From an optimization exercise on the open Yosys and OpenROAD flow, aimed at small area; shortcuts taken in it are not production practice. At most, simulation tests tie the RTL to the original design; equivalence was not proved. Only the layout flow was run in runs 2 and 3; the RTL was not checked for function there. Power and IR drop assume default switching activity. The clock port is modelled as an ideal driver; clocking choices that lean on that would not hold on a real chip.

==> flow/design.v (outline; a module is shown in full before it is edited, if it fits) <==
// module Hexdisplay: 28 lines
// module D_Flip_Flop: 10 lines
// module PointInfor: 7 lines
// module Enable_control: 9 lines
// module Enable_select: 28 lines
// module Select16to1: 28 lines
// module Select1to16: 29 lines
// module Y_Coordinate_Select_Read: 6 lines
// module Y_Coordinate_Select_Write: 29 lines
// module Memory_Read: 23 lines
// module Memory_Write: 28 lines
// module Checker: 10 lines
// module Summarize12: 17 lines
// module Summarize16: 18 lines
// module All_Check: 823 lines
// module Color: 14 lines
// module control: 48 lines
// module DataPath: 84 lines
// module GoBang: 14 lines
module GoBang(SW, RESETN, LEDR, LEDG, HEX0, HEX1, CELL, CLOCK_50);
  // ...
==> flow/run.sh <==
#!/bin/bash
# synth_recipe.tcl (not shown) runs the flow's synth.tcl, then flattens the netlist and writes it again
# the make line also repeats each setting of config.mk as NAME=value (left out here)
make -C /OpenROAD-flow-scripts/flow DESIGN_CONFIG=/design/flow/config.mk WORK_HOME=/design/flow/orfs CLKGATE_MAP_FILE= SYNTH_SCRIPT=/design/flow/synth_recipe.tcl finish
==> flow/config.mk <==
export PLATFORM = sky130hd
export DESIGN_NAME = GoBang
export DESIGN_NICKNAME = GoBang
export VERILOG_FILES = /design/flow/design.v
export SDC_FILE = /design/flow/constraint.sdc
export NUM_CORES = 4
export LEC_CHECK = 0
export CAP_MARGIN = 20
export CORE_MARGIN = 2
export CORE_UTILIZATION = 40
export SLEW_MARGIN = 20
==> flow/constraint.sdc <==
create_clock -name core_clock -period 10.0 [get_ports {CLOCK_50}]
set_input_delay 2.0000 -clock core_clock [delete_from_list [all_inputs] [get_ports {CLOCK_50}]]
set_output_delay 2.0000 -clock core_clock [all_outputs]
set_load 0.01 [all_outputs]
==> results.sh, run 1 <==
export IMPL_path_cells="clkdlybuf4s50_1, inv_1, ha_4, nor2b_1, buf_4, o2bb2ai_1, a21oi_1, a21oi_1, buf_4, nor4_1, o2111a_1, buf_12, a31oi_4, nor2_8, clkdlybuf4s50_1"
export IMPL_synth_warnings=13
export IMPL_worstSetupEndpoint="LEDR[5]"
export IMPL_largest_reg_flops=3
export IMPL_buffers=194
export IMPL_crit_path_end_kind="output pin"
export IMPL_p_comb_mw=0.588
export IMPL_multi_input_area_mm2=0.0185
export IMPL_synth_largest_area_cell="dfrtp_1"
export IMPL_fmax_ghz=0.109
export IMPL_p_int_mw=3.63
export IMPL_avgSynthCellArea_um2=9.50
export IMPL_skew_ps=30.5
export IMPL_hold_buffers=0
export IMPL_buffer_area_frac=0.0445
export IMPL_io_buffers=31
export IMPL_period_needed_ps=9140
export IMPL_status="finished clean"
export IMPL_regArea_mm2=0.0130
export IMPL_required_ps=8000
export IMPL_post_cts_resized=0
export IMPL_cts_root_buffer="clkbuf_16"
export IMPL_initial_core_util=0.403
export IMPL_pg_clk_mw=2.48
export IMPL_critPathSlowestCell="nor2b_1"
export IMPL_synth_edf_count=1
export IMPL_synthTopCellsByArea="dfrtp_1 39%, a31o_1 8.9%, nor2b_1 7.8%, a31o_2 4.4%, nand2b_1 2.6%"
export IMPL_detail_route_vias_per_cell=7.88
==> module GoBang, before the edit <==
module GoBang(SW, RESETN, LEDR, LEDG, HEX0, HEX1, CELL, CLOCK_50);
    input [12:0] SW;  
    input RESETN;  
    input CLOCK_50;  
    output [6:0] HEX0, HEX1;  
    output [7:0] LEDG;  
    output [7:0] LEDR;
    output [1:0] CELL;  
    wire turn_control, change_able_read;  
    control ct(.clock(CLOCK_50), .resetn(RESETN), .put(SW[12]), .change_turn(turn_control), .change_able_read(change_able_read));
    DataPath board(.coordi(SW[7:0]), .resetn(RESETN), .put(SW[12]),
	           .turn_control(turn_control), .change_able_read(change_able_read), .ledr(LEDR[7:0]), .ledg(LEDG[7:0]),
		   .hex0(HEX0[6:0]), .hex1(HEX1[6:0]), .clock(CLOCK_50), .point_out(CELL[1:0]));
endmodule
==> run 2, diff against run 1 <==
==> flow/design.v (replaced) <==
module GoBang(SW, RESETN, LEDR, LEDG, HEX0, HEX1, CELL, CLOCK_50);
    input [12:0] SW;
    input RESETN;
    input CLOCK_50;
    output [6:0] HEX0, HEX1;
    output [7:0] LEDG;
    output [7:0] LEDR;
    output [1:0] CELL;
    wire clk = CLOCK_50;
    wire [3:0] x = SW[7:4];
    wire [3:0] y = SW[3:0];
    wire put = SW[12];
    localparam INITIAL = 3'd0, CHOICE = 3'd1, PUT_WAIT = 3'd2, CHECK = 3'd3, CHANGE = 3'd4;
    reg [2:0] state;
    reg put_q;
    reg col1;       
    reg record;
    reg [255:0] pa, pb;
    reg [15:0] rflag;
    reg any01;
    wire [15:0] rsel = 16'd1 << x;
    wire [15:0] csel = 16'd1 << y;
    reg [15:0] rowa, rowb;
    integer k;
    always @(*) begin
        rowa = 16'd0; rowb = 16'd0;
        for (k = 0; k < 16; k = k + 1) begin
            rowa = rowa | (pa[k*16 +: 16] & {16{rsel[k]}});
            rowb = rowb | (pb[k*16 +: 16] & {16{rsel[k]}});
        end
    end
    wire cella = |(rowa & csel);
    wire cellb = |(rowb & csel);
    wire empty = ~(cella | cellb);
    wire wr = empty & put & ~put_q;
    wire wa = wr & ~col1;
    wire wb = wr & col1;
    wire [15:0] ca = csel & {16{wa}};
    wire [15:0] cb = csel & {16{wb}};
    wire [15:0] nrowa = rowa | ca;
    wire [15:0] nrowb = rowb | cb;
    function five(input [15:0] v);
        reg [14:0] p;
        reg [12:0] q;
        begin
            p = v[14:0] & v[15:1];
            q = p[12:0] & p[14:2];
            five = |(q[11:0] & v[15:4]);
        end
    endfunction
    wire row5a = five(nrowa);
    wire row5b = five(nrowb);
    reg [15:0] c5a, c5b, va, vb;
    integer i, j;
    always @(*) begin
        for (i = 0; i < 16; i = i + 1) begin
            for (j = 0; j < 16; j = j + 1) begin
                va[j] = pa[j*16+i];
                vb[j] = pb[j*16+i];
            end
            c5a[i] = five(va);
            c5b[i] = five(vb);
        end
    end
    genvar gi, gj;
    generate
        for (gi = 0; gi < 16; gi = gi + 1) begin : row
            for (gj = 0; gj < 16; gj = gj + 1) begin : pt
                always @(posedge clk, negedge RESETN) begin
                    if (!RESETN) begin
                        pa[gi*16+gj] <= 1'b0;
                        pb[gi*16+gj] <= 1'b0;
                    end else begin
                        pa[gi*16+gj] <= pa[gi*16+gj] | (rsel[gi] & ca[gj]);
                        pb[gi*16+gj] <= pb[gi*16+gj] | (rsel[gi] & cb[gj]);
                    end
                end
            end
        end
    endgenerate
    always @(posedge clk, negedge RESETN) begin
        if (!RESETN) begin
            rflag <= 16'd0;
            any01 <= 1'b0;
        end else begin
            for (k = 0; k < 16; k = k + 1) begin
                if (rsel[k]) rflag[k] <= row5b & ~row5a;
            end
            any01 <= any01 | row5a;
        end
    end
    always @(posedge clk, negedge RESETN) begin
        if (!RESETN) begin
            state <= INITIAL;
            put_q <= 1'b1;
            col1 <= 1'b0;
        end else begin
            put_q <= put;
            case (state)
                INITIAL:  state <= CHOICE;
                CHOICE:   state <= put ? CHOICE : PUT_WAIT;
                PUT_WAIT: state <= put ? CHECK : PUT_WAIT;
                CHECK:    state <= CHANGE;
                CHANGE:   state <= CHOICE;
                default:  state <= INITIAL;
            endcase
            if (state == CHANGE && record) col1 <= ~col1;
        end
    end
    always @(posedge clk) begin
        if (state == CHOICE) record <= empty;
    end
    wire s10 = |{rflag, c5b & ~c5a};
    wire s01 = any01 | (|c5a);
    wire idle = ~s10 & ~s01;
    assign LEDR = {~s10 & s01, 1'b0, empty, 4'd0, idle & ~col1};
    assign LEDG = {idle & col1, 6'd0, s10};
    assign CELL = {cellb, cella};
    function [6:0] seg(input [3:0] d);
        case (d)
            4'h0: seg = 7'b1000000;
            4'h1: seg = 7'b1111001;
            4'h2: seg = 7'b0100100;
            4'h3: seg = 7'b0110000;
            4'h4: seg = 7'b0011001;
            4'h5: seg = 7'b0010010;
            4'h6: seg = 7'b0000010;
            4'h7: seg = 7'b1111000;
            4'h8: seg = 7'b0000000;
            4'h9: seg = 7'b0010000;
            4'hA: seg = 7'b0001000;
            4'hB: seg = 7'b0000011;
            4'hC: seg = 7'b1000110;
            4'hD: seg = 7'b0100001;
            4'hE: seg = 7'b0000110;
            default: seg = 7'b0001110;
        endcase
    endfunction
    assign HEX0 = seg(y);
    assign HEX1 = seg(x);
endmodule
--- a/flow/config.mk
+++ b/flow/config.mk
@@ -5,7 +5,8 @@
 export SDC_FILE = /design/flow/constraint.sdc
 export NUM_CORES = 4
 export LEC_CHECK = 0
-export CAP_MARGIN = 20
+export CAP_MARGIN = 10
 export CORE_MARGIN = 2
 export CORE_UTILIZATION = 40
-export SLEW_MARGIN = 20
+export CTS_BUF_LIST = sky130_fd_sc_hd__clkbuf_8
+export SLEW_MARGIN = 10
==> results.sh, run 2 <==
export IMPL_yosys_cell_types_count=89
export IMPL_p_sw_mw=1.35
export IMPL_cts_buffer_depth=3
export IMPL_fin_tns_setup_ps=0
export IMPL_post_cts_setup_buffers=0
export IMPL_required_ps=8000
export IMPL_pwr_share_comb=0.096
export IMPL_synth_most_common_cell="dfrtp_1"
export IMPL_slew_headroom=0.109
export IMPL_clkLatencyLatePin_ps=720
export IMPL_grt_pass1_vias=22100
export IMPL_clock_sinks=535
export IMPL_grt_pass1_wl_um=152000
export IMPL_cts_root_buffer="clkbuf_8"
export IMPL_critPathSlowestCell="and3b_1"
export IMPL_synth_top_area_frac=0.509
export IMPL_drtAntennaViolNets=0
export IMPL_reg2reg_depth=13
export IMPL_core_mm2=0.0646
export IMPL_wl_per_cell_um=29.9
export IMPL_layout_common_cells="533 x dfrtp_1, 509 x o21bai_1, 163 x nand2_1"
export IMPL_placed_area_mm2=0.0272
export IMPL_setup_ws_ps=1070
export IMPL_synth_edf_count=1
export IMPL_finalInstanceArea_mm2=0.0292
export IMPL_status="finished clean"
export IMPL_die_y_um=260
export IMPL_synth_seq_cells=535
export IMPL_setup_viol=0
export IMPL_path_cells="clkdlybuf4s50_1, inv_1, ha_4, and3b_1, nand2_1, o21ai_0, a2111oi_2, o22a_1, nand3_1, nor2_2, inv_1, nor2_1, clkdlybuf4s50_1"
export IMPL_power_leakage_nw=12.2
export IMPL_post_cts_resized=0
export IMPL_timing_hold_violations_final=0
export IMPL_avgSynthCellArea_um2=10.6
export IMPL_rows=93
export IMPL_p_clk_frac=0.433
export IMPL_hold_depth=2
export IMPL_drt_initial_drc_count=3490
export IMPL_start_kind="input pin"
export IMPL_detail_route_vias_per_cell=6.77
export IMPL_worstSetupPathType="in -> out"
export IMPL_io_buffers=31
export IMPL_layout_commonest_cell="dfrtp_1"
export IMPL_cts_clk_slew_worst_paths_ps=60
export IMPL_cp_arrival_ps=6930
export IMPL_drc=0
export IMPL_synth_largest_area_cell="dfrtp_1"
export IMPL_synth_ff_type="dfrtp_1"
export IMPL_timing_final_crit_share=0.893
export IMPL_nets=2518
export IMPL_place_congestion=1.02
export IMPL_area_growth_pct=11.3
export IMPL_p_int_mw=3.60
export IMPL_critPathMaxFanout=56
export IMPL_crit_path_end_kind="output pin"
export IMPL_synth_commonest_cells="533 x dfrtp_1, 509 x o21bai_1, 171 x nand2_1"
export IMPL_stdcell_count=3417
export IMPL_antenna_found_initial=3
export IMPL_grt_overflow=0
export IMPL_reg_top3="pa (256), pb (256), rflag (16)"
export IMPL_grt_setup_unrepaired="no"
export IMPL_tightest_slew_ps=1320
export IMPL_routed_wl_um=102000
export IMPL_final_util=0.452
export IMPL_dr_pass1_iters=8
export IMPL_max_stage_delay_ps=780
export IMPL_ioPinCount=47
export IMPL_vias=23100
export IMPL_htree_levels=3
export IMPL_drive_above_1_share=0.102
export IMPL_syn_inst=2483
export IMPL_synthTopCellsByArea="dfrtp_1 51%, o21bai_1 15%, a22oi_1 3.0%, a21oi_1 2.7%, nand2_1 2.4%"
export IMPL_mappedNetlistArea_mm2=0.0262
export IMPL_initial_core_util=0.406
export IMPL_p_total_mw=4.95
export IMPL_drv_cap=0
export IMPL_grt_start_max_net_pins=174
export IMPL_synthArstFlopShare=0.998
export IMPL_share_seq_of_total_power=0.471
export IMPL_peakVddDrop_v=0.0000798
export IMPL_p_sw_frac=0.273
export IMPL_ys_seq_area_frac=0.511
export IMPL_pre_cts_ws_ps=1220
export IMPL_hpwl_um=63300
export IMPL_post_place_cells=3251
export IMPL_hold_class="reg -> reg"
export IMPL_power_density_mw_per_mm2=170
export IMPL_hold_buffers=0
export IMPL_synth_warnings=1
export IMPL_cts_tree="done"
export IMPL_die_width_um=260
export IMPL_cts_buffers=94
export IMPL_final_max_slew_viol_count=0
export IMPL_fin_hold_ws_ps=483
export IMPL_track_usage=0.302
export IMPL_die_area_mm2=0.0676
export IMPL_skew_ps=41.5
export IMPL_period_needed_ps=8930
export IMPL_fmax_ghz=0.112
-- run 2: cell types whose count changed after synthesis, moves of 39 or more --
cell,delta
nand2b_1,-122
nor2b_1,-403
o21bai_1,+507
a31o_2,-165
nor4bb_1,-57
o211ai_1,-39
nor2_1,-79
a31o_1,-334
inv_1,-43
-- run 2: area by class of cell --
cell class                      count  area [um2]
Tap cell                          855        1070
Clock buffer                      118        1620
Fill cell                        6046       35400
Timing Repair Buffer               99         871
Multi-Input combinational cell   1735       11800
Antenna cell                        2        5.00
Clock inverter                     46         343
Inverter                           27         101
Sequential cell                   535       13400
-- run 2: per-layer routing --
metal	global-route usage	wire length, um
met2	0.436	43500
met4	0.155	5320
met1	0.433	43000
met5	0	9
met3	0.0564	10200
-- run 2: logic make-up (layout without fill, tap and decap cells) --
kind of cell,after synthesis,after routing,synth area share
compound gates,1255,1255,0.350
xor+xnor,1,1,0.000334
fa+ha+maj,12,12,0.00563
buf+inv,223,290,0.0442
flops,535,535,0.511
mux,18,18,0.00745
other cells,1,13,0.000143
simple gates,438,438,0.0814
-- run 2: path summary, 6_finish.rpt --
kind                            from         to  slack (ps)
hold reg to reg            rflag[11]  rflag[11]         480
setup / recovery               SW[4]    LEDR[5]        1070
max in group asynchronous     RESETN     pa[15]        7170
setup reg to reg             pb[159]   rflag[9]        4840
min in group asynchronous     RESETN     pb[37]        1310
hold / removal             rflag[11]  rflag[11]         480
-- run 2: worst max-delay path, delay by kind of cell --
kind / cells / cell delay, ps
AND/OR/NAND/NOR: 5 / 1650
buffers and inverters: 4 / 1590
AO/OA/AOI/OAI: 3 / 1160
adder cells (fa/ha/maj): 1 / 480
-- run 2: power groups by stage --
stage / combinational, mW / clock [mW] / sequential [mW]
finish: 0.474 / 2.15 / 2.33
global route: 0.502 / 2.27 / 2.34
CTS: 0.465 / 2.17 / 2.33
detailed placement: 0.464 / 0 / 2.36
global placement: 0.455 / 0 / 2.36
floorplan: 0.263 / 0 / 2.34
==> run 3, diff against run 2 <==
==> flow/config.mk (replaced) <==
export PLATFORM = sky130hd
export DESIGN_NAME = GoBang
export DESIGN_NICKNAME = GoBang
export VERILOG_FILES = /design/flow/design.v
export SDC_FILE = /design/flow/constraint.sdc
export NUM_CORES = 4
export LEC_CHECK = 0
export CAP_MARGIN = 20
export CORE_MARGIN = 2
export CORE_UTILIZATION = 60
export CTS_BUF_LIST = sky130_fd_sc_hd__clkbuf_4
export CTS_CLUSTER_SIZE = 20
export PLACE_DENSITY = 0.7
export SLEW_MARGIN = 20
==> results.sh, run 3 <==
export IMPL_status="finished clean"
export IMPL_track_usage=0.446
export IMPL_drt_initial_drc_count=4088
export IMPL_hold_path_startpoint="any01"
export IMPL_peakVddDrop_v=0.000129
export IMPL_detail_route_vias_per_cell=7.41
export IMPL_timing_final_crit_share=0.906
export IMPL_core_mm2=0.0431
export IMPL_synth_most_common_cell="dfrtp_1"
export IMPL_p_int_mw=3.33
export IMPL_timing_hold_violations_final=0
export IMPL_routed_wl_um=99200
export IMPL_power_density_mw_per_mm2=163
export IMPL_ys_seq_area_frac=0.511
export IMPL_synthTopCellsByArea="dfrtp_1 51%, o21bai_1 15%, a22oi_1 3.0%, a21oi_1 2.7%, nand2_1 2.4%"
export IMPL_fmax_ghz=0.110
export IMPL_slew_headroom=0.166
export IMPL_clock_sinks=535
export IMPL_die_area_mm2=0.0454
export IMPL_hold_class="reg -> reg"
export IMPL_pre_cts_ws_ps=1210
export IMPL_p_sw_frac=0.286
export IMPL_die_width_um=213
export IMPL_rows=76
export IMPL_power_leakage_nw=12.1
export IMPL_worstSetupPathType="in -> out"
export IMPL_layout_common_cells="533 x dfrtp_1, 509 x o21bai_1, 194 x clkbuf_4"
export IMPL_cts_clk_slew_worst_paths_ps=70
export IMPL_start_kind="input pin"
export IMPL_reg_top3="pa (256), pb (256), rflag (16)"
export IMPL_crit_start="SW[4]"
export IMPL_grt_setup_unrepaired="no"
export IMPL_initial_core_util=0.609
export IMPL_post_cts_resized=0
export IMPL_synth_edf_count=1
export IMPL_cp_arrival_ps=7060
export IMPL_cts_buffers=138
export IMPL_synth_largest_area_cell="dfrtp_1"
export IMPL_synth_warnings=1
export IMPL_dr_pass1_iters=7
export IMPL_cts_buffer_depth=3
export IMPL_multi_input_area_mm2=0.0118
export IMPL_grt_overflow=0
export IMPL_p_clk_frac=0.400
export IMPL_grt_pass1_vias=22500
export IMPL_wl_per_cell_um=30.8
export IMPL_cts_root_buffer="clkbuf_4"
export IMPL_skew_ps=40.8
export IMPL_place_congestion=1.01
export IMPL_yosys_cell_types_count=89
export IMPL_hpwl_um=60900
export IMPL_crit_path_end_kind="output pin"
export IMPL_final_max_slew_viol_count=0
export IMPL_antenna_found_initial=3
export IMPL_drive_above_1_share=0.128
export IMPL_nets=2567
export IMPL_area_growth_pct=9.05
export IMPL_drtAntennaViolNets=0
export IMPL_htree_levels=4
export IMPL_required_ps=8000
export IMPL_post_cts_setup_buffers=0
export IMPL_hold_buffers=0
export IMPL_clkLatencyLatePin_ps=1020
export IMPL_syn_inst=2483
export IMPL_synth_top_area_frac=0.509
export IMPL_grt_start_max_net_pins=167
export IMPL_setup_viol=0
export IMPL_synth_seq_cells=535
export IMPL_drc=0
export IMPL_ioPinCount=47
export IMPL_io_buffers=31
export IMPL_vias=23900
export IMPL_setup_ws_ps=943
export IMPL_r2r_start="pa[230]"
export IMPL_mappedNetlistArea_mm2=0.0262
export IMPL_die_y_um=213
export IMPL_synth_ff_type="dfrtp_1"
export IMPL_regArea_mm2=0.0134
export IMPL_p_sw_mw=1.34
export IMPL_synth_commonest_cells="533 x dfrtp_1, 509 x o21bai_1, 171 x nand2_1"
export IMPL_grt_pass1_wl_um=147000
export IMPL_pwr_share_comb=0.101
export IMPL_tightest_slew_ps=1250
export IMPL_share_seq_of_total_power=0.499
export IMPL_cts_tree="done"
export IMPL_layout_commonest_cell="dfrtp_1"
export IMPL_synthArstFlopShare=0.998
export IMPL_drv_cap=0
export IMPL_avgSynthCellArea_um2=10.6
export IMPL_critPathMaxFanout=31
export IMPL_period_needed_ps=9060
export IMPL_fin_tns_setup_ps=0
export IMPL_fillers=3489
-- run 3: cell counts after synthesis --
No cell type changed its count.
-- run 3: path summary, 6_finish.rpt --
path,endpoint,slack [ps],cells past startpoint
max,LEDR[5],940,13
min,any01,480,1
max reg2reg,rflag[9],4600,12
min reg2reg,any01,480,1
max in group asynchronous,pb[91],6910,3
min in group asynchronous,pa[134],1080,1
-- run 3: layer usage --
layer  part of all wire  track usage
met3               0.14        0.147
met5            0.00011            0
met4              0.056        0.253
met1               0.39        0.620
met2               0.42        0.613
-- run 3: metrics by stage --
stage	power, mW	hold slack, ps	cell area (um2)	std cells	util
after global placement	2.81	453	26900	2985	0.625
final	4.67	482	28600	3221	0.664
after floorplan	2.60	441	26300	2493	-
after CTS	4.67	474	28600	3218	0.663
after global routing	4.85	502	28600	3221	0.664
after detailed placement	2.82	457	26900	2986	0.625
-- run 3: power groups by stage --
stage,combinational (mW),sequential [mW],clock [mW]
2_1_floorplan,0.263,2.34,0
3_3_place_gp,0.446,2.36,0
3_5_place_dp,0.456,2.36,0
4_1_cts,0.456,2.33,1.89
5_1_grt,0.494,2.34,2.02
6_report,0.470,2.33,1.87
-- run 3: cell families after synthesis --
kind of cell	count (synthesis)	share of synthesized area
compound gates	1255	0.350
flops	535	0.511
simple gates	438	0.0814
buf+inv	223	0.0442
mux	18	0.00745
fa+ha+maj	12	0.00563
other cells	1	0.000143
xor+xnor	1	0.000334
-- run 3: layout make-up --
cell class	instances	area share
repair buffers	104	0.0321
clock buffers	194	0.0509
well taps	585	0.0256
diodes	3	0.000263
inverters	27	0.00355
flip-flops and latches	535	0.469
multi-input cells	1735	0.412
clock inverters	38	0.00705
-- run 3: worst max-delay path: stages --
cell and delay [ps]:
clkdlybuf4s50_1 680, inv_1 190, ha_4 360, and3b_1 520, buf_4 340, a221oi_1 320, o211ai_1 330, a22oi_1 270
o2111a_1 240, and3_1 580, inv_1 120, nor2_1 420, clkdlybuf4s50_1 630
==> run 4, diff against run 3 <==
--- a/flow/design.v
+++ b/flow/design.v
@@ -16,17 +16,21 @@
     reg col1;       
     reg record;
     reg [255:0] pa, pb;
-    reg [15:0] rflag;
+    reg [15:0] rflag, cflag;
     reg any01;
     wire [15:0] rsel = 16'd1 << x;
     wire [15:0] csel = 16'd1 << y;
-    reg [15:0] rowa, rowb;
+    reg [15:0] rowa, rowb, cola, colb;
     integer k;
     always @(*) begin
         rowa = 16'd0; rowb = 16'd0;
         for (k = 0; k < 16; k = k + 1) begin
             rowa = rowa | (pa[k*16 +: 16] & {16{rsel[k]}});
             rowb = rowb | (pb[k*16 +: 16] & {16{rsel[k]}});
+        end
+        for (k = 0; k < 16; k = k + 1) begin
+            cola[k] = |(pa[k*16 +: 16] & csel);
+            colb[k] = |(pb[k*16 +: 16] & csel);
         end
     end
     wire cella = |(rowa & csel);
@@ -37,8 +41,12 @@
     wire wb = wr & col1;
     wire [15:0] ca = csel & {16{wa}};
     wire [15:0] cb = csel & {16{wb}};
+    wire [15:0] ra = rsel & {16{wa}};
+    wire [15:0] rb = rsel & {16{wb}};
     wire [15:0] nrowa = rowa | ca;
     wire [15:0] nrowb = rowb | cb;
+    wire [15:0] ncola = cola | ra;
+    wire [15:0] ncolb = colb | rb;
     function five(input [15:0] v);
         reg [14:0] p;
         reg [12:0] q;
@@ -50,18 +58,8 @@
     endfunction
     wire row5a = five(nrowa);
     wire row5b = five(nrowb);
-    reg [15:0] c5a, c5b, va, vb;
-    integer i, j;
-    always @(*) begin
-        for (i = 0; i < 16; i = i + 1) begin
-            for (j = 0; j < 16; j = j + 1) begin
-                va[j] = pa[j*16+i];
-                vb[j] = pb[j*16+i];
-            end
-            c5a[i] = five(va);
-            c5b[i] = five(vb);
-        end
-    end
+    wire col5a = five(ncola);
+    wire col5b = five(ncolb);
     genvar gi, gj;
     generate
         for (gi = 0; gi < 16; gi = gi + 1) begin : row
@@ -81,12 +79,14 @@
     always @(posedge clk, negedge RESETN) begin
         if (!RESETN) begin
             rflag <= 16'd0;
+            cflag <= 16'd0;
             any01 <= 1'b0;
         end else begin
             for (k = 0; k < 16; k = k + 1) begin
                 if (rsel[k]) rflag[k] <= row5b & ~row5a;
+                if (csel[k]) cflag[k] <= col5b & ~col5a;
             end
-            any01 <= any01 | row5a;
+            any01 <= any01 | row5a | col5a;
         end
     end
     always @(posedge clk, negedge RESETN) begin
@@ -110,8 +110,8 @@
     always @(posedge clk) begin
         if (state == CHOICE) record <= empty;
     end
-    wire s10 = |{rflag, c5b & ~c5a};
-    wire s01 = any01 | (|c5a);
+    wire s10 = |{rflag, cflag};
+    wire s01 = any01;
     wire idle = ~s10 & ~s01;
     assign LEDR = {~s10 & s01, 1'b0, empty, 4'd0, idle & ~col1};
     assign LEDG = {idle & col1, 6'd0, s10};
==> flow/config.mk (replaced) <==
export PLATFORM = sky130hd
export DESIGN_NAME = GoBang
export DESIGN_NICKNAME = GoBang
export VERILOG_FILES = /design/flow/design.v
export SDC_FILE = /design/flow/constraint.sdc
export NUM_CORES = 4
export LEC_CHECK = 0
export CAP_MARGIN = 20
export CORE_MARGIN = 2
export CORE_UTILIZATION = 40
export SLEW_MARGIN = 20
==> results.sh, run 4 <==
export IMPL_status="finished clean"
export IMPL_peakVddDrop_v=0.000142
export IMPL_synthTopCellsByArea="dfrtp_1 50%, o21bai_1 14%, a22oi_1 6.2%, a221oi_1 2.6%, clkbuf_1 2.4%"
export IMPL_vias=25400
export IMPL_antenna_found_initial=3
export IMPL_finalInstanceArea_mm2=0.0306
export IMPL_cts_tree="done"
export IMPL_critPathSlowestCell="a2111oi_0"
export IMPL_yosys_cell_types_count=83
export IMPL_timing_hold_violations_final=0
export IMPL_hold_class="reg -> reg"
export IMPL_synth_seq_cells=551
export IMPL_core_mm2=0.0675
export IMPL_clkLatencyLatePin_ps=660
export IMPL_path_delay_family="compound AO/OA/AOI/OAI gates"
export IMPL_routed_wl_um=127000
export IMPL_avgSynthCellArea_um2=10.7
export IMPL_synth_commonest_cells="549 x dfrtp_1, 499 x o21bai_1, 226 x a22oi_1"
export IMPL_ys_seq_area_frac=0.503
export IMPL_p_total_mw=5.35
export IMPL_timing_final_crit_share=0.910
export IMPL_hpwl_um=79800
export IMPL_cp_arrival_ps=7100
export IMPL_stdcell_count=3411
export IMPL_synthArstFlopShare=0.998
export IMPL_drtAntennaViolNets=0
export IMPL_grt_overflow=0
export IMPL_track_usage=0.353
export IMPL_layout_commonest_cell="dfrtp_1"
export IMPL_start_kind="input pin"
export IMPL_synth_ff_type="dfrtp_1"
export IMPL_path_cells="clkdlybuf4s50_1, inv_1, ha_4, buf_4, a222oi_1, nor2_1, a2111oi_0, o21ai_1, a22o_1, a221o_1, nor4_4, clkdlybuf4s50_1"
export IMPL_reg_top3="pa (256), pb (256)"
export IMPL_grt_pass1_vias=24400
export IMPL_path_common_cell="clkdlybuf4s50_1"
export IMPL_die_y_um=266
export IMPL_synth_edf_count=1
export IMPL_cts_clk_slew_worst_paths_ps=60
export IMPL_dr_pass1_iters=8
export IMPL_die_width_um=266
export IMPL_detail_route_vias_per_cell=7.46
export IMPL_setup_ws_ps=904
export IMPL_pre_cts_ws_ps=1180
export IMPL_grt_start_max_net_pins=158
export IMPL_power_density_mw_per_mm2=175
export IMPL_syn_inst=2566
export IMPL_drv_cap=0
export IMPL_grt_pass1_wl_um=181000
export IMPL_post_cts_resized=0
export IMPL_io_buffers=31
export IMPL_crit_path_end_kind="output pin"
export IMPL_synth_warnings=1
export IMPL_cts_buffer_depth=3
export IMPL_wl_per_cell_um=37.1
export IMPL_fillers=6185
export IMPL_nets=2513
export IMPL_critPathMaxFanout=50
export IMPL_post_cts_setup_buffers=0
export IMPL_fin_hold_ws_ps=483
export IMPL_cts_root_buffer="clkbuf_16"
export IMPL_power_leakage_nw=12.8
export IMPL_htree_levels=2
export IMPL_clock_sinks=551
export IMPL_slew_headroom=0.306
export IMPL_initial_core_util=0.406
export IMPL_post_place_cells=3300
export IMPL_drive_above_1_share=0.115
export IMPL_die_area_mm2=0.0706
export IMPL_max_stage_delay_ps=660
export IMPL_final_max_slew_viol_count=0
export IMPL_crit_buf_inv=4
export IMPL_setup_viol=0
export IMPL_synth_top_area_frac=0.501
export IMPL_area_growth_pct=11.7
export IMPL_mappedNetlistArea_mm2=0.0274
export IMPL_rows=95
export IMPL_period_needed_ps=9100
export IMPL_final_util=0.453
export IMPL_skew_ps=28.7
export IMPL_grt_setup_unrepaired="no"
export IMPL_placed_area_mm2=0.0285
export IMPL_layout_common_cells="549 x dfrtp_1, 499 x o21bai_1, 226 x a22oi_1"
export IMPL_place_congestion=1.02
export IMPL_synth_largest_area_cell="dfrtp_1"
export IMPL_fin_tns_setup_ps=0
export IMPL_ioPinCount=47
export IMPL_hold_buffers=0
export IMPL_drt_initial_drc_count=4920
export IMPL_worstSetupPathType="in -> out"
export IMPL_drc=0
export IMPL_required_ps=8000
export IMPL_synth_most_common_cell="dfrtp_1"
export IMPL_fmax_ghz=0.110
export IMPL_cts_buffers=58
export IMPL_tightest_slew_ps=1040
[run 4: changes by cell type in the layout (fill, tap and decap cells not counted), sizes merged, moves of 31 or more]
cell	delta
a22oi	+121
clkbuf	-120
o21ai	-87
a21oi	-78
nand2	-36
a222oi	+31
[run 4: final cells by class]
type / instances / area (um2) / share of cell area
clock buffers: 74 / 1630 / 0.0533
inverters: 18 / 67.6 / 0.00221
flip-flops and latches: 551 / 13800 / 0.451
repair buffers: 131 / 1100 / 0.0360
multi-input cells: 1727 / 12500 / 0.407
well taps: 873 / 1090 / 0.0357
clock inverters: 34 / 445 / 0.0146
diodes: 3 / 7.51 / 0.000245
[run 4: cells by family (layout without fill, tap and decap cells)]
logic type / after synthesis / in the layout / share of synthesized area
compound gates: 1246 / 1246 / 0.346
flops: 551 / 551 / 0.503
simple gates: 400 / 400 / 0.0732
buf+inv: 298 / 257 / 0.0481
mux: 57 / 57 / 0.0230
fa+ha+maj: 12 / 12 / 0.00539
other cells: 1 / 14 / 0.000137
xor+xnor: 1 / 1 / 0.000320
[run 4: report_power, final]
part | total (mW) | internal [mW] | switching [mW]
clock network | 2.38 | 1.41 | 0.968
logic | 0.572 | 0.166 | 0.406
registers | 2.40 | 2.31 | 0.0869
total | 5.35 | 3.89 | 1.46
[run 4: worst paths after layout]
check                           startpoint       end  slack [ps]  depth (start not counted)
min in group asynchronous           RESETN   pb[215]        1380                          1
worst max-delay path                 SW[5]   LEDR[5]         900                         12
worst min register to register    cflag[3]  cflag[3]         480                          2
max in group asynchronous           RESETN   pa[133]        6640                          3
worst max register to register      pa[73]  rflag[5]        4190                         13
worst min-delay path              cflag[3]  cflag[3]         480                          2
[run 4: worst reg2reg max path, cell delays in order (launching register included)]
cell	delay, ps
dfrtp_1	430
a222oi_1	460
nor2_1	110
a2111oi_0	660
o21ai_1	330
a22o_1	310
a221o_1	350
nor4_4	600
buf_12	360
and2_0	670
a211o_1	230
o2111ai_1	180
a211oi_2	750
mux2_2	300
[run 4: layer usage]
layer,global-route usage,part of all wire,up-vias
met5,0,0.000071,-
met4,0.216,0.075,2
met3,0.119,0.15,585
met2,0.486,0.40,2350
met1,0.476,0.38,12700
li1,-,-,9809
==> run 5, diff against run 4 <==
--- a/flow/design.v
+++ b/flow/design.v
@@ -16,50 +16,50 @@
     reg col1;       
     reg record;
     reg [255:0] pa, pb;
-    reg [15:0] rflag, cflag;
+    reg [15:0] rflag;
     reg any01;
     wire [15:0] rsel = 16'd1 << x;
     wire [15:0] csel = 16'd1 << y;
-    reg [15:0] rowa, rowb, cola, colb;
-    integer k;
-    always @(*) begin
-        rowa = 16'd0; rowb = 16'd0;
-        for (k = 0; k < 16; k = k + 1) begin
-            rowa = rowa | (pa[k*16 +: 16] & {16{rsel[k]}});
-            rowb = rowb | (pb[k*16 +: 16] & {16{rsel[k]}});
+    wire [15:0] rowa, rowb;
+    genvar gm, gn;
+    generate
+        for (gm = 0; gm < 16; gm = gm + 1) begin : rmux
+            wire [15:0] da, db;
+            for (gn = 0; gn < 16; gn = gn + 1) begin : c
+                assign da[gn] = pa[gn*16+gm];
+                assign db[gn] = pb[gn*16+gm];
+            end
+            Mux16 ma(.d(da), .s(rsel), .y(rowa[gm]));
+            Mux16 mb(.d(db), .s(rsel), .y(rowb[gm]));
         end
-        for (k = 0; k < 16; k = k + 1) begin
-            cola[k] = |(pa[k*16 +: 16] & csel);
-            colb[k] = |(pb[k*16 +: 16] & csel);
-        end
-    end
-    wire cella = |(rowa & csel);
-    wire cellb = |(rowb & csel);
+    endgenerate
+    wire cella, cellb;
+    Mux16 mca(.d(rowa), .s(csel), .y(cella));
+    Mux16 mcb(.d(rowb), .s(csel), .y(cellb));
     wire empty = ~(cella | cellb);
     wire wr = empty & put & ~put_q;
     wire wa = wr & ~col1;
     wire wb = wr & col1;
     wire [15:0] ca = csel & {16{wa}};
     wire [15:0] cb = csel & {16{wb}};
-    wire [15:0] ra = rsel & {16{wa}};
-    wire [15:0] rb = rsel & {16{wb}};
     wire [15:0] nrowa = rowa | ca;
     wire [15:0] nrowb = rowb | cb;
-    wire [15:0] ncola = cola | ra;
-    wire [15:0] ncolb = colb | rb;
-    function five(input [15:0] v);
-        reg [14:0] p;
-        reg [12:0] q;
-        begin
-            p = v[14:0] & v[15:1];
-            q = p[12:0] & p[14:2];
-            five = |(q[11:0] & v[15:4]);
+    wire row5a, row5b;
+    Five16 fra(.v(nrowa), .f(row5a));
+    Five16 frb(.v(nrowb), .f(row5b));
+    wire [15:0] c5a, c5b;
+    generate
+        for (gm = 0; gm < 16; gm = gm + 1) begin : ccol
+            wire [15:0] va, vb;
+            for (gn = 0; gn < 16; gn = gn + 1) begin : c
+                assign va[gn] = pa[gn*16+gm];
+                assign vb[gn] = pb[gn*16+gm];
+            end
+            Five16 fa(.v(va), .f(c5a[gm]));
+            Five16 fb(.v(vb), .f(c5b[gm]));
         end
-    endfunction
-    wire row5a = five(nrowa);
-    wire row5b = five(nrowb);
-    wire col5a = five(ncola);
-    wire col5b = five(ncolb);
+    endgenerate
+    integer k;
     genvar gi, gj;
     generate
         for (gi = 0; gi < 16; gi = gi + 1) begin : row
@@ -79,14 +79,12 @@
     always @(posedge clk, negedge RESETN) begin
         if (!RESETN) begin
             rflag <= 16'd0;
-            cflag <= 16'd0;
             any01 <= 1'b0;
         end else begin
             for (k = 0; k < 16; k = k + 1) begin
                 if (rsel[k]) rflag[k] <= row5b & ~row5a;
-                if (csel[k]) cflag[k] <= col5b & ~col5a;
             end
-            any01 <= any01 | row5a | col5a;
+            any01 <= any01 | row5a;
         end
     end
     always @(posedge clk, negedge RESETN) begin
@@ -110,8 +108,8 @@
     always @(posedge clk) begin
         if (state == CHOICE) record <= empty;
     end
-    wire s10 = |{rflag, cflag};
-    wire s01 = any01;
+    wire s10 = |{rflag, c5b & ~c5a};
+    wire s01 = any01 | (|c5a);
     wire idle = ~s10 & ~s01;
     assign LEDR = {~s10 & s01, 1'b0, empty, 4'd0, idle & ~col1};
     assign LEDG = {idle & col1, 6'd0, s10};
@@ -139,3 +137,37 @@
     assign HEX0 = seg(y);
     assign HEX1 = seg(x);
 endmodule
+module Mux16(d, s, y);
+    input [15:0] d, s;
+    output y;
+    wire [5:0] n;
+    Aoi222 g0(.a0(d[0]), .s0(s[0]), .a1(d[1]), .s1(s[1]), .a2(d[2]), .s2(s[2]), .y(n[0]));
+    Aoi222 g1(.a0(d[3]), .s0(s[3]), .a1(d[4]), .s1(s[4]), .a2(d[5]), .s2(s[5]), .y(n[1]));
+    Aoi222 g2(.a0(d[6]), .s0(s[6]), .a1(d[7]), .s1(s[7]), .a2(d[8]), .s2(s[8]), .y(n[2]));
+    Aoi222 g3(.a0(d[9]), .s0(s[9]), .a1(d[10]), .s1(s[10]), .a2(d[11]), .s2(s[11]), .y(n[3]));
+    Aoi222 g4(.a0(d[12]), .s0(s[12]), .a1(d[13]), .s1(s[13]), .a2(d[14]), .s2(s[14]), .y(n[4]));
+    Nand2 g5(.a(d[15]), .b(s[15]), .y(n[5]));
+    Nand6 g6(.a(n), .y(y));
+endmodule
+module Aoi222(a0, s0, a1, s1, a2, s2, y);
+    input a0, s0, a1, s1, a2, s2;
+    output y;
+    assign y = ~((a0 & s0) | (a1 & s1) | (a2 & s2));
+endmodule
+module Nand2(a, b, y);
+    input a, b;
+    output y;
+    assign y = ~(a & b);
+endmodule
+module Nand6(a, y);
+    input [5:0] a;
+    output y;
+    assign y = ~(&a);
+endmodule
+module Five16(v, f);
+    input [15:0] v;
+    output f;
+    wire [14:0] p = v[14:0] & v[15:1];
+    wire [12:0] q = p[12:0] & p[14:2];
+    assign f = |(q[11:0] & v[15:4]);
+endmodule
==> flow/flow/run.sh (new file) <==
#!/bin/bash
# The standard layout (standard.sh), with two changes: clock tree synthesis without dummy
# loads, and plain buf_1 cells as the port buffers.
set -euo pipefail
export CTS_ARGS="-sink_clustering_enable -repair_clock_nets -sink_clustering_size 28 -sink_clustering_max_diameter 60 -buf_list sky130_fd_sc_hd__clkbuf_16 -dont_use_dummy_load"
export BUFFER_PORTS_ARGS="-buffer_cell sky130_fd_sc_hd__buf_1"
bash standard.sh > standard_make.log 2>&1
==> flow/standard.sh (new file) <==
#!/bin/bash
# synth_recipe.tcl (not shown) runs the flow's synth.tcl, then flattens the netlist and writes it again
# the make line also repeats each setting of config.mk as NAME=value (left out here)
make -C /OpenROAD-flow-scripts/flow DESIGN_CONFIG=/design/flow/config.mk WORK_HOME=/design/flow/orfs CLKGATE_MAP_FILE= SYNTH_SCRIPT=/design/flow/synth_recipe.tcl "${@:-finish}"
--- a/flow/config.mk
+++ b/flow/config.mk
@@ -7,5 +7,11 @@
 export LEC_CHECK = 0
 export CAP_MARGIN = 20
 export CORE_MARGIN = 2
-export CORE_UTILIZATION = 40
+export CORE_UTILIZATION = 60
+export CTS_BUF_LIST = sky130_fd_sc_hd__clkbuf_16
+export CTS_CLUSTER_DIAMETER = 60
+export CTS_CLUSTER_SIZE = 28
+export PLACE_DENSITY = 0.7
 export SLEW_MARGIN = 20
+export SYNTH_HIERARCHICAL = 1
+export SYNTH_MINIMUM_KEEP_SIZE = 0
removed: flow/run.sh
==> results.sh, run 5 <==
export IMPL_drc=0
export IMPL_tightest_slew_ps=1100
export IMPL_area_growth_pct=6.91
export IMPL_wl_per_cell_um=26.9
export IMPL_grt_pass1_wl_um=112000
export IMPL_io_buffers=31
export IMPL_fin_tns_setup_ps=0
export IMPL_mappedNetlistArea_mm2=0.0245
export IMPL_die_area_mm2=0.0425
export IMPL_synth_most_common_cell="dfrtp_1"
export IMPL_crit_path_end_kind="register"
export IMPL_vias=19600
export IMPL_hold_buffers=0
export IMPL_ys_seq_area_frac=0.546
export IMPL_finalInstanceArea_mm2=0.0262
export IMPL_grt_start_max_net_pins=183
export IMPL_dr_pass1_iters=10
export IMPL_crit_start="SW[6]"
export IMPL_layout_commonest_cell="dfrtp_1"
export IMPL_p_total_mw=4.12
export IMPL_pre_cts_ws_ps=1200
export IMPL_htree_levels=2
export IMPL_clock_sinks=535
export IMPL_synth_seq_cells=535
export IMPL_nets=2214
export IMPL_timing_hold_violations_final=0
export IMPL_peakVddDrop_v=0.000163
export IMPL_drtAntennaViolNets=0
export IMPL_critPathMaxFanout=33
export IMPL_ioPinCount=47
export IMPL_skew_ps=71.2
export IMPL_yosys_cell_types_count=48
export IMPL_hold_path_startpoint="any01"
export IMPL_status="finished clean"
export IMPL_placed_area_mm2=0.0252
export IMPL_cts_clk_slew_worst_paths_ps=80
export IMPL_power_leakage_nw=14.1
export IMPL_r2r_start="pb[110]"
export IMPL_synth_warnings=7
export IMPL_synth_top_area_frac=0.544
export IMPL_slew_headroom=0.266
export IMPL_synth_commonest_cells="533 x dfrtp_1, 277 x nand2_1, 256 x a21o_1, 256 x o21bai_1, 170 x a222oi_1"
export IMPL_layout_common_cells="533 x dfrtp_1, 277 x nand2_1, 256 x a21o_1, 256 x o21bai_1, 170 x a222oi_1"
export IMPL_final_max_slew_viol_count=0
export IMPL_final_util=0.647
export IMPL_synthTopCellsByArea="dfrtp_1 54%, a21o_1 7.8%, o21bai_1 7.8%, a222oi_1 6.9%, nand2_1 4.2%"
export IMPL_synthArstFlopShare=0.998
export IMPL_timing_final_crit_share=0.840
export IMPL_synth_largest_area_cell="dfrtp_1"
export IMPL_grt_overflow=0
export IMPL_hpwl_um=44700
export IMPL_setup_viol=0
export IMPL_start_kind="input pin"
export IMPL_cts_buffers=40
export IMPL_detail_route_vias_per_cell=7.21
export IMPL_grt_pass1_vias=18700
export IMPL_worstSetupPathType="in -> reg"
export IMPL_syn_inst=2163
export IMPL_cp_arrival_ps=8860
export IMPL_track_usage=0.350
export IMPL_fmax_ghz=0.119
export IMPL_routed_wl_um=73300
export IMPL_drv_cap=0
export IMPL_setup_ws_ps=1600
export IMPL_initial_core_util=0.605
export IMPL_synth_ff_type="dfrtp_1"
export IMPL_hold_class="reg -> reg"
export IMPL_cts_tree="done"
export IMPL_place_congestion=0.939
export IMPL_cts_buffer_depth=3
export IMPL_grt_setup_unrepaired="no"
export IMPL_reg_top3="pa (256), pb (256), rflag (16)"
export IMPL_antenna_found_initial=1
export IMPL_power_density_mw_per_mm2=157
export IMPL_rows=74
export IMPL_core_mm2=0.0406
export IMPL_synth_edf_count=1
export IMPL_cts_root_buffer="clkbuf_16"
export IMPL_clkLatencyLatePin_ps=600
export IMPL_drt_initial_drc_count=2949
export IMPL_post_cts_resized=0
export IMPL_required_ps=10460
export IMPL_post_cts_setup_buffers=0
export IMPL_die_y_um=206
export IMPL_die_width_um=206
export IMPL_drive_above_1_share=0.0942
export IMPL_avgSynthCellArea_um2=11.3
export IMPL_period_needed_ps=8400
run 5: cell type report:
class | instances | area [um2]
repair buffers | 79 | 518
flip-flops and latches | 535 | 13400
fillers | 3265 | 14300
clock buffers | 40 | 1000
well taps | 532 | 666
inverters | 41 | 154
multi-input cells | 1492 | 10500
diodes | 3 | 7.51
run 5: worst max-delay path: stages:
cell and delay (ps):
buf_1 490, nor2b_1 200, nand2_1 110, buf_4 370
inv_2 500, a222oi_1 480, and4_1 280, nand3_1 190
a222oi_1 390, and4_1 280, nand3_1 290, nor4b_4 610
and2_1 220, buf_4 340, nand3_1 580, nand2b_1 330
nand2_1 110, a211oi_1 260, a31oi_1 70, o21ai_1 80
nand2b_1 320, o21ai_0 310
run 5: path summary, 6_finish.rpt:
kind / to / slack [ps] / cells past startpoint
min in group asynchronous: pb[0] / 1550 / 1
min: any01 / 480 / 1
min reg2reg: any01 / 480 / 1
max: rflag[11] / 1600 / 22
max in group asynchronous: pb[123] / 6890 / 2
max reg2reg: rflag[11] / 4440 / 17
run 5: logic make-up after synthesis:
logic type,share of synthesized area
AO/OA/AOI/OAI,0.323
XOR/XNOR,0.000357
flip-flops,0.546
AND/OR/NAND/NOR,0.0938
buffers and inverters,0.0280
adder cells (fa/ha/maj),0.00551
other,0.000153
multiplexers,0.00306
run 5: per-layer routing:
layer	GRT usage	wire [um]
met5	0	0
met4	0.137	2820
met3	0.0588	6840
met2	0.537	33300
met1	0.501	30400
run 5: power breakdown:
part / internal [mW] / total (mW) / switching (mW) / leakage, nW
Sequential: 2.26 / 2.37 / 0.111 / 7.41
Clock: 0.707 / 1.44 / 0.733 / 0.493
Combinational: 0.102 / 0.310 / 0.207 / 6.18
Total: 3.07 / 4.12 / 1.05 / 14.1
run 5: metrics by stage:
step / instances / hold WS (ps)
final: 2722 / 480
after global routing: 2719 / 494
after CTS: 2719 / 478
after detailed placement: 2679 / 468
after global placement: 2679 / 462
after floorplan: 2173 / 441
run 5: Yosys stat by module (local to each module, per instance), a selection:
module | cells | copies in the design | area [um2] | flip-flops and latches
Five16 | 14 | 34 | 86.3 | 0
Nand6 | 2 | 34 | 13.8 | 0
Aoi222 | 1 | 170 | 10.0 | 0
Nand2 | 1 | 34 | 3.75 | 0
GoBang | 1415 | 1 | 19300 | 535
==> run 6, diff against run 5 <==
==> flow/run.sh (new file) <==
#!/bin/bash
# synth_recipe.tcl (not shown) runs the flow's synth.tcl, then flattens the netlist and writes it again
# the make line also repeats each setting of config.mk as NAME=value (left out here)
make -C /OpenROAD-flow-scripts/flow DESIGN_CONFIG=/design/flow/config.mk WORK_HOME=/design/flow/orfs CLKGATE_MAP_FILE= SYNTH_SCRIPT=/design/flow/synth_recipe.tcl finish
removed: flow/flow/run.sh
removed: flow/standard.sh
==> results.sh, run 6 <==
export IMPL_hold_class="reg -> reg"
export IMPL_critPathSlowestCell="clkdlybuf4s50_1"
export IMPL_crit_path_end_kind="output pin"
export IMPL_clkLatencyLatePin_ps=600
export IMPL_required_ps=8000
export IMPL_synth_warnings=7
export IMPL_path_cells="clkdlybuf4s50_1, nor2b_1, nand2_1, buf_4, inv_2, buf_12, a222oi_1, and4_1, nand3_1, a222oi_1, and4_1, nand3_1, nor2_1, clkdlybuf4s50_1"
export IMPL_avgSynthCellArea_um2=11.3
export IMPL_drc=0
export IMPL_grt_setup_unrepaired="no"
export IMPL_core_mm2=0.0406
export IMPL_dr_pass1_iters=7
export IMPL_synth_seq_cells=535
export IMPL_nets=2215
export IMPL_crit_buf_inv=5
export IMPL_final_max_slew_viol_count=0
export IMPL_drtAntennaViolNets=0
export IMPL_grt_overflow=0
export IMPL_power_leakage_nw=14.4
export IMPL_layout_commonest_cell="dfrtp_1"
export IMPL_cp_arrival_ps=6860
export IMPL_cts_tree="done"
export IMPL_hold_buffers=0
export IMPL_synth_xor_area_frac=0.000357
export IMPL_drive_above_1_share=0.107
export IMPL_grt_pass1_vias=18800
export IMPL_drv_cap=0
export IMPL_initial_core_util=0.605
export IMPL_fmax_ghz=0.113
export IMPL_grt_start_max_net_pins=174
export IMPL_setup_viol=0
export IMPL_synthArstFlopShare=0.998
export IMPL_syn_inst=2163
export IMPL_synth_top_area_frac=0.544
export IMPL_synthTopCellsByArea="dfrtp_1 54%, a21o_1 7.8%, o21bai_1 7.8%, a222oi_1 6.9%, nand2_1 4.2%"
export IMPL_post_cts_setup_buffers=0
export IMPL_routed_wl_um=74200
export IMPL_pre_cts_ws_ps=864
export IMPL_synth_edf_count=1
export IMPL_timing_final_crit_share=0.886
export IMPL_synth_simple_area_share=0.0938
export IMPL_diodes=0
export IMPL_hpwl_um=44700
export IMPL_io_buffers=31
export IMPL_max_stage_delay_ps=810
export IMPL_p_total_mw=4.46
export IMPL_ioPinCount=47
export IMPL_post_cts_resized=0
export IMPL_cts_clk_slew_worst_paths_ps=80
export IMPL_peakVddDrop_v=0.000163
export IMPL_htree_levels=2
export IMPL_mappedNetlistArea_mm2=0.0245
export IMPL_vias=19800
export IMPL_synth_most_common_cell="dfrtp_1"
export IMPL_skew_ps=37.4
export IMPL_rows=74
export IMPL_die_width_um=206
export IMPL_place_congestion=0.930
export IMPL_grt_pass1_wl_um=112000
export IMPL_status="finished clean"
export IMPL_cts_buffer_depth=3
export IMPL_yosys_cell_types_count=48
export IMPL_start_kind="input pin"
export IMPL_power_density_mw_per_mm2=166
export IMPL_synth_commonest_cells="533 x dfrtp_1, 277 x nand2_1, 256 x a21o_1, 256 x o21bai_1, 170 x a222oi_1"
export IMPL_ys_seq_area_frac=0.546
export IMPL_synth_compound_area_frac=0.323
export IMPL_detail_route_vias_per_cell=7.19
export IMPL_slew_headroom=0.251
export IMPL_fillers=3152
export IMPL_timing_hold_violations_final=0
export IMPL_area_growth_pct=9.43
export IMPL_clock_sinks=535
export IMPL_worstSetupPathType="in -> out"
export IMPL_antenna_found_initial=0
export IMPL_wl_per_cell_um=27.0
export IMPL_critPathMaxFanout=30
export IMPL_period_needed_ps=8860
export IMPL_setup_ws_ps=1140
export IMPL_cts_buffers=39
export IMPL_tightest_slew_ps=1120
export IMPL_reg_top3="pa (256), pb (256), rflag (16)"
export IMPL_path_delay_family="buffers and inverters"
export IMPL_synth_mux_area_frac=0.00306
export IMPL_fin_tns_setup_ps=0
export IMPL_cts_root_buffer="clkbuf_16"
export IMPL_layout_common_cells="533 x dfrtp_1, 277 x nand2_1, 256 x a21o_1, 256 x o21bai_1, 170 x a222oi_1"
export IMPL_synth_adder_area_share=0.00551
export IMPL_die_area_mm2=0.0425
export IMPL_track_usage=0.353
export IMPL_synth_ff_type="dfrtp_1"
export IMPL_die_y_um=206
export IMPL_drt_initial_drc_count=3213
export IMPL_synth_largest_area_cell="dfrtp_1"
export IMPL_synth_top_family_by_area="compound AO/OA/AOI/OAI gates"
## run 6: cell counts after synthesis
Identical to the previous run, type by type.
## run 6: power by group
part	internal, mW	total (mW)	switching (mW)
clock network	0.859	1.76	0.899
registers	2.26	2.37	0.112
logic	0.117	0.328	0.211
total	3.24	4.46	1.22
## run 6: cell families (layout without fill, tap and decap cells)
| logic type | Yosys count | in the layout |
|---|---|---|
| AO/OA/AOI/OAI | 994 | 994 |
| flip-flops | 535 | 535 |
| AND/OR/NAND/NOR | 470 | 470 |
| buffers and inverters | 146 | 193 |
| adder cells (fa/ha/maj) | 11 | 11 |
| multiplexers | 5 | 5 |
| other | 1 | 11 |
| XOR/XNOR | 1 | 1 |
## run 6: final timing paths
kind / endpoint / startpoint / slack [ps] / depth (start not counted)
max in group asynchronous: pa[42] / RESETN / 6520 / 3
worst min-delay path: pa[249] / pa[249] / 480 / 1
worst min register to register: pa[249] / pa[249] / 480 / 1
min in group asynchronous: pa[229] / RESETN / 1340 / 1
worst max register to register: rflag[14] / pa[105] / 4360 / 16
worst max-delay path: LEDR[5] / SW[6] / 1140 / 14
## run 6: modules after synthesis (local to each module, per instance), a selection
module  times used  flip-flops and latches
Five16          34                       0
GoBang           1                     535
Nand2           34                       0
Aoi222         170                       0
Nand6           34                       0
## run 6: area by class of cell
type,instances,area (um2),share of cell area
sequential,535,13400,0.499
multi-input combinational,1492,10500,0.391
clock buffer,41,1030,0.0382
timing repair buffer,81,732,0.0273
tap,532,666,0.0248
clock inverter,30,388,0.0144
inverter,41,154,0.00573
## run 6: metrics by stage
stage          hold WS (ps)  cells  utilization  instance area (um2)
2_1_floorplan           441   2173            -                24600
3_3_place_gp            457   2681        0.627                25400
3_5_place_dp            467   2681        0.627                25400
4_1_cts                 485   2752        0.662                26800
5_1_grt                 501   2752        0.662                26800
6_report                482   2752        0.662                26800
## run 6: routing by layer
layer,wire length (um),GRT usage,part of all wire,vias up
met2,31500,0.497,0.42,1114
met3,8890,0.0911,0.12,203
met4,3150,0.153,0.042,0
li1,-,-,-,8460
met5,0,0,0,-
met1,30700,0.517,0.41,10000
==> run 7, diff against run 6 <==
==> flow/flow/run.sh (new file) <==
#!/bin/bash
# The standard layout (standard.sh), with two changes: clock tree synthesis without dummy
# loads, and plain buf_1 cells as the port buffers.
set -euo pipefail
export CTS_ARGS="-sink_clustering_enable -repair_clock_nets -sink_clustering_size 30 -sink_clustering_max_diameter 150 -buf_list sky130_fd_sc_hd__clkbuf_16 -dont_use_dummy_load"
export BUFFER_PORTS_ARGS="-buffer_cell sky130_fd_sc_hd__buf_1"
bash standard.sh > standard_make.log 2>&1
==> flow/standard.sh (new file) <==
#!/bin/bash
# synth_recipe.tcl (not shown) runs the flow's synth.tcl, then flattens the netlist and writes it again
# the make line also repeats each setting of config.mk as NAME=value (left out here)
make -C /OpenROAD-flow-scripts/flow DESIGN_CONFIG=/design/flow/config.mk WORK_HOME=/design/flow/orfs CLKGATE_MAP_FILE= SYNTH_SCRIPT=/design/flow/synth_recipe.tcl "${@:-finish}"
==> flow/config.mk (replaced) <==
export PLATFORM = sky130hd
export DESIGN_NAME = GoBang
export DESIGN_NICKNAME = GoBang
export VERILOG_FILES = /design/flow/design.v
export SDC_FILE = /design/flow/constraint.sdc
export NUM_CORES = 4
export LEC_CHECK = 0
export CAP_MARGIN = 20
export CORE_MARGIN = 2
export CORE_UTILIZATION = 70
export PLACE_DENSITY = 0.8
export SLEW_MARGIN = 20
export SYNTH_HIERARCHICAL = 1
export SYNTH_MINIMUM_KEEP_SIZE = 0
removed: flow/run.sh
==> results.sh, run 7 <==
export IMPL_reg_top3="pa (256), pb (256), rflag (16)"
export IMPL_hold_class="reg -> reg"
export IMPL_layout_common_cells="533 x dfrtp_1, 277 x nand2_1, 256 x a21o_1, 256 x o21bai_1, 170 x a222oi_1"
export IMPL_synth_commonest_cells="533 x dfrtp_1, 277 x nand2_1, 256 x a21o_1, 256 x o21bai_1, 170 x a222oi_1"
export IMPL_die_width_um=191
export IMPL_drive_above_1_share=0.0879
export IMPL_mappedNetlistArea_mm2=0.0245
export IMPL_worstSetupPathType="in -> reg"
export IMPL_drtAntennaViolNets=0
export IMPL_multi_input_area_mm2=0.0105
export IMPL_period_needed_ps=8690
export IMPL_start_kind="input pin"
export IMPL_avgSynthCellArea_um2=11.3
export IMPL_finalInstanceArea_mm2=0.0257
export IMPL_post_place_cells=2606
export IMPL_antenna_found_initial=2
export IMPL_skew_ps=35.5
export IMPL_hpwl_um=44200
export IMPL_cts_clk_slew_worst_paths_ps=110
export IMPL_synth_most_common_cell="dfrtp_1"
export IMPL_required_ps=10490
export IMPL_fillers=2411
export IMPL_core_mm2=0.0345
export IMPL_drv_cap=0
export IMPL_wl_per_cell_um=26.9
export IMPL_clkLatencyLatePin_ps=590
export IMPL_peakVddDrop_v=0.000141
export IMPL_crit_start="SW[6]"
export IMPL_synthTopCellsByArea="dfrtp_1 54%, a21o_1 7.8%, o21bai_1 7.8%, a222oi_1 6.9%, nand2_1 4.2%"
export IMPL_tightest_slew_ps=984
export IMPL_timing_final_crit_share=0.869
export IMPL_htree_levels=1
export IMPL_clock_sinks=535
export IMPL_slew_headroom=0.344
export IMPL_hold_buffers=0
export IMPL_routed_wl_um=70800
export IMPL_post_cts_setup_buffers=0
export IMPL_stdcell_count=2627
export IMPL_final_max_slew_viol_count=0
export IMPL_cts_root_buffer="clkbuf_16"
export IMPL_post_cts_resized=0
export IMPL_pre_cts_ws_ps=1060
export IMPL_grt_pass1_wl_um=111000
export IMPL_cts_buffer_depth=3
export IMPL_dr_pass1_iters=10
export IMPL_synth_seq_cells=535
export IMPL_synth_edf_count=1
export IMPL_power_density_mw_per_mm2=144
export IMPL_critPathMaxFanout=26
export IMPL_cts_buffers=21
export IMPL_synth_ff_type="dfrtp_1"
export IMPL_fin_hold_ws_ps=491
export IMPL_initial_core_util=0.710
export IMPL_drc=0
export IMPL_hold_path_startpoint="rflag[0]"
export IMPL_syn_inst=2163
export IMPL_setup_ws_ps=1310
export IMPL_yosys_cell_types_count=48
export IMPL_diodes=0
export IMPL_area_growth_pct=4.88
export IMPL_die_area_mm2=0.0366
export IMPL_status="finished clean"
export IMPL_setup_viol=0
export IMPL_grt_pass1_vias=19300
export IMPL_rows=68
export IMPL_fin_tns_setup_ps=0
export IMPL_grt_overflow=0
export IMPL_r2r_start="pb[156]"
export IMPL_synthArstFlopShare=0.998
export IMPL_die_y_um=191
export IMPL_cp_arrival_ps=9180
export IMPL_placed_area_mm2=0.0252
export IMPL_ioPinCount=47
export IMPL_cts_tree="done"
export IMPL_synth_top_area_frac=0.544
export IMPL_p_total_mw=3.71
export IMPL_layout_commonest_cell="dfrtp_1"
export IMPL_nets=2199
export IMPL_grt_start_max_net_pins=81
export IMPL_power_leakage_nw=13.9
export IMPL_synth_warnings=7
export IMPL_io_buffers=31
export IMPL_drt_initial_drc_count=2729
export IMPL_ys_seq_area_frac=0.546
export IMPL_place_congestion=1.03
export IMPL_fmax_ghz=0.115
export IMPL_track_usage=0.396
export IMPL_final_util=0.745
export IMPL_crit_path_end_kind="register"
export IMPL_vias=19700
export IMPL_regArea_mm2=0.0134
export IMPL_synth_largest_area_cell="dfrtp_1"
export IMPL_timing_hold_violations_final=0
export IMPL_grt_setup_unrepaired="no"
export IMPL_detail_route_vias_per_cell=7.51
==> run 7: metal layers <==
layer | GRT usage | vias up | part of all wire
li1 | - | 8403 | -
met5 | 0 | - | 0.00033
met2 | 0.619 | 1166 | 0.46
met3 | 0.0661 | 240 | 0.11
met4 | 0.167 | 4 | 0.047
met1 | 0.554 | 9914 | 0.39
==> run 7: modules after synthesis, one instance, submodules excluded, excerpt <==
module  times used  cells inside  flip-flops and latches  area, um2
Aoi222         170             1                       0       10.0
Five16          34            14                       0       86.3
GoBang           1          1415                     535      19300
Nand2           34             1                       0       3.75
Nand6           34             2                       0       13.8
==> run 7: worst max-delay path, cell delays in order <==
cell and delay, ps:
buf_1 480, nor2_1 170, nand2_1 130, buf_4 380, inv_2 420, buf_4 390
a222oi_1 370, nand3_1 250, a222oi_1 420, and4_1 270, nand3_1 230, nor4b_4 600
and2_1 770, nand3_1 670, nand2b_1 350, nand2_1 110, a211oi_1 260, a31oi_1 70
o21ai_1 80, nand2b_1 360, o21ai_0 340
==> run 7: final timing paths <==
| kind | cells after the start | endpoint | slack, ps |
|---|---|---|---|
| worst max-delay path | 21 | rflag[1] | 1310 |
| worst min-delay path | 2 | rflag[0] | 490 |
| worst max register to register | 16 | rflag[1] | 4030 |
| worst min register to register | 2 | rflag[0] | 490 |
| max in group asynchronous | 3 | rflag[2] | 6210 |
| min in group asynchronous | 1 | pa[160] | 1480 |
==> run 7: area by class of cell <==
cell class,count,share of cell area
clock buffers,21,0.0204
inverters,41,0.00598
multi-input cells,1492,0.408
flip-flops and latches,535,0.521
well taps,455,0.0221
repair buffers,83,0.0232
==> run 7: cell families after synthesis <==
kind of cell	after synthesis	share of synthesized area
muxes	5	0.00306
other	1	0.000153
adders and majority gates	11	0.00551
buffers and inverters	146	0.0280
AOI/OAI and AO/OA	994	0.323
and+or+nand+nor	470	0.0938
DFF	535	0.546
xor gates and xnor gates	1	0.000357
==> run 7: power by group <==
part | switching, mW | leakage (nW) | total, mW | internal, mW
logic | 0.210 | 6.21 | 0.314 | 0.104
registers | 0.112 | 7.41 | 2.37 | 2.26
clock network | 0.643 | 0.259 | 1.02 | 0.381
total | 0.965 | 13.9 | 3.71 | 2.75
==> run 8, diff against run 7 <==
==> flow/flow/run.sh (replaced) <==
#!/bin/bash
# The standard layout (standard.sh), with two changes: clock tree synthesis without dummy
# loads, and plain buf_1 cells as the port buffers.
set -euo pipefail
export CTS_ARGS="-sink_clustering_enable -repair_clock_nets -sink_clustering_size 24 -sink_clustering_max_diameter 150 -buf_list sky130_fd_sc_hd__clkbuf_16 -dont_use_dummy_load"
export BUFFER_PORTS_ARGS="-buffer_cell sky130_fd_sc_hd__buf_1"
bash standard.sh > standard_make.log 2>&1
--- a/flow/config.mk
+++ b/flow/config.mk
@@ -8,6 +8,7 @@
 export CAP_MARGIN = 20
 export CORE_MARGIN = 2
 export CORE_UTILIZATION = 70
+export GPL_TIMING_DRIVEN = 0
 export PLACE_DENSITY = 0.8
 export SLEW_MARGIN = 20
 export SYNTH_HIERARCHICAL = 1
==> results.sh, run 8 <==
export IMPL_setup_viol=0
export IMPL_synthTopCellsByArea="dfrtp_1 54%, a21o_1 7.8%, o21bai_1 7.8%, a222oi_1 6.9%, nand2_1 4.2%"
export IMPL_die_width_um=191
export IMPL_path_cells="buf_1, inv_1, ha_1, clkbuf_1, nand3_1, clkinv_1, clkbuf_4, a222oi_1, and4_1, nand3_1, a222oi_1, and4_1, nand3_1, nor4b_4, nand2_1, nor2_1, or2_2, nand2_1, a211oi_1, a31oi_1, o21ai_1, nand2b_1, clkbuf_1, o21ai_0"
export IMPL_drc=0
export IMPL_vias=20500
export IMPL_cp_arrival_ps=10060
export IMPL_p_total_mw=3.85
export IMPL_final_max_slew_viol_count=0
export IMPL_rows=68
export IMPL_htree_levels=1
export IMPL_reg_top3="pa (256), pb (256), rflag (16)"
export IMPL_start_kind="input pin"
export IMPL_hold_path_startpoint="any01"
export IMPL_synth_edf_count=1
export IMPL_path_delay_family="simple AND/OR/NAND/NOR gates"
export IMPL_required_ps=10430
export IMPL_clkLatencyLatePin_ps=600
export IMPL_die_y_um=191
export IMPL_clock_sinks=535
export IMPL_critPathMaxFanout=41
export IMPL_area_growth_pct=7.50
export IMPL_synth_seq_cells=535
export IMPL_ys_seq_area_frac=0.546
export IMPL_antenna_found_initial=3
export IMPL_skew_ps=48.3
export IMPL_cts_buffer_depth=3
export IMPL_post_place_cells=2677
export IMPL_cts_buffers=26
export IMPL_hold_class="reg -> reg"
export IMPL_grt_pass1_vias=19900
export IMPL_synth_ff_type="dfrtp_1"
export IMPL_nets=2275
export IMPL_timing_final_crit_share=0.963
export IMPL_layout_common_cells="533 x dfrtp_1, 277 x nand2_1, 256 x a21o_1, 256 x o21bai_1, 170 x a222oi_1"
export IMPL_cts_root_buffer="clkbuf_16"
export IMPL_max_stage_delay_ps=680
export IMPL_power_leakage_nw=14.1
export IMPL_dr_pass1_iters=12
export IMPL_grt_pass1_wl_um=117000
export IMPL_grt_start_max_net_pins=42
export IMPL_track_usage=0.422
export IMPL_pre_cts_ws_ps=167
export IMPL_status="finished clean"
export IMPL_crit_path_end_kind="register"
export IMPL_synthArstFlopShare=0.998
export IMPL_fmax_ghz=0.104
export IMPL_hold_buffers=0
export IMPL_routed_wl_um=75800
export IMPL_power_density_mw_per_mm2=146
export IMPL_hpwl_um=46900
export IMPL_mappedNetlistArea_mm2=0.0245
export IMPL_die_area_mm2=0.0366
export IMPL_initial_core_util=0.710
export IMPL_tightest_slew_ps=1120
export IMPL_grt_overflow=0
export IMPL_synth_largest_area_cell="dfrtp_1"
export IMPL_syn_inst=2163
export IMPL_fin_tns_setup_ps=0
export IMPL_post_cts_setup_buffers=0
export IMPL_synth_most_common_cell="dfrtp_1"
export IMPL_core_mm2=0.0345
export IMPL_placed_area_mm2=0.0257
export IMPL_synth_commonest_cells="533 x dfrtp_1, 277 x nand2_1, 256 x a21o_1, 256 x o21bai_1, 170 x a222oi_1"
export IMPL_io_buffers=30
export IMPL_cts_clk_slew_worst_paths_ps=90
export IMPL_setup_ws_ps=372
export IMPL_grt_setup_unrepaired="no"
export IMPL_crit_buf_inv=6
export IMPL_slew_headroom=0.253
export IMPL_drv_cap=0
-- run 8: cell types whose count changed in the layout (fill, tap and decap cells not counted), moves of 15 or more --
cell,previous run,this run
inv_2,16,0
buf_2,0,32
clkinv_1,0,16
clkbuf_1,0,29
clkbuf_4,1,16
buf_4,45,24
-- run 8: cell type report --
cell class	instances	area (um2)
Clock buffer	26	651
Sequential cell	535	13400
Timing Repair Buffer	49	517
Tap cell	455	569
Multi-Input combinational cell	1492	10500
Fill cell	2280	8170
Inverter	41	154
Antenna cell	2	5.00
Buffer	105	594
-- run 8: kinds of logic after synthesis --
| kind of cell | after synthesis | share of synthesized area |
|---|---|---|
| simple gates | 470 | 0.0938 |
| flops | 535 | 0.546 |
| buf+inv | 146 | 0.0280 |
| xor+xnor | 1 | 0.000357 |
| other cells | 1 | 0.000153 |
| compound gates | 994 | 0.323 |
| fa+ha+maj | 11 | 0.00551 |
| mux | 5 | 0.00306 |
-- run 8: how the worst max path moves through the flow --
stage / slack (ps) / cells past startpoint / startpoint / endpoint
after floorplan: 3060 / 14 / SW[4] / LEDR[5]
after global placement: -19300 / 1 / RESETN / pa[172]
after detailed placement: 170 / 24 / SW[4] / rflag[0]
after CTS: 730 / 24 / SW[4] / rflag[0]
after global routing: 90 / 24 / SW[4] / rflag[0]
final: 370 / 24 / SW[4] / rflag[4]
-- run 8: report_power, final --
part	switching, mW	internal, mW	leakage (nW)
Sequential	0.114	2.26	7.41
Clock	0.667	0.464	0.320
Combinational	0.223	0.121	6.42
-- run 8: per-layer routing --
layer | global-route usage | vias up | wire, um
met5 | 0 | - | 0
met4 | 0.189 | 0 | 4250
li1 | - | 8536 | -
met2 | 0.610 | 1525 | 32100
met1 | 0.612 | 10100 | 28600
met3 | 0.101 | 306 | 10800
-- run 8: modules after synthesis (local to each module, per instance), a selection --
module | cells | cell area (um2) | copies in the design
Aoi222 | 1 | 10.0 | 170
Five16 | 14 | 86.3 | 34
GoBang | 1415 | 19300 | 1
Nand2 | 1 | 3.75 | 34
Nand6 | 2 | 13.8 | 34

Setup slack of run 8, layout unchanged: 0.372 ns with ideal ports, 0.404 ns with driving cells assumed (clock clkbuf_16, inputs buf_2), -0.224 ns with port delays also shifted by the 0.627 ns mid clock arrival.
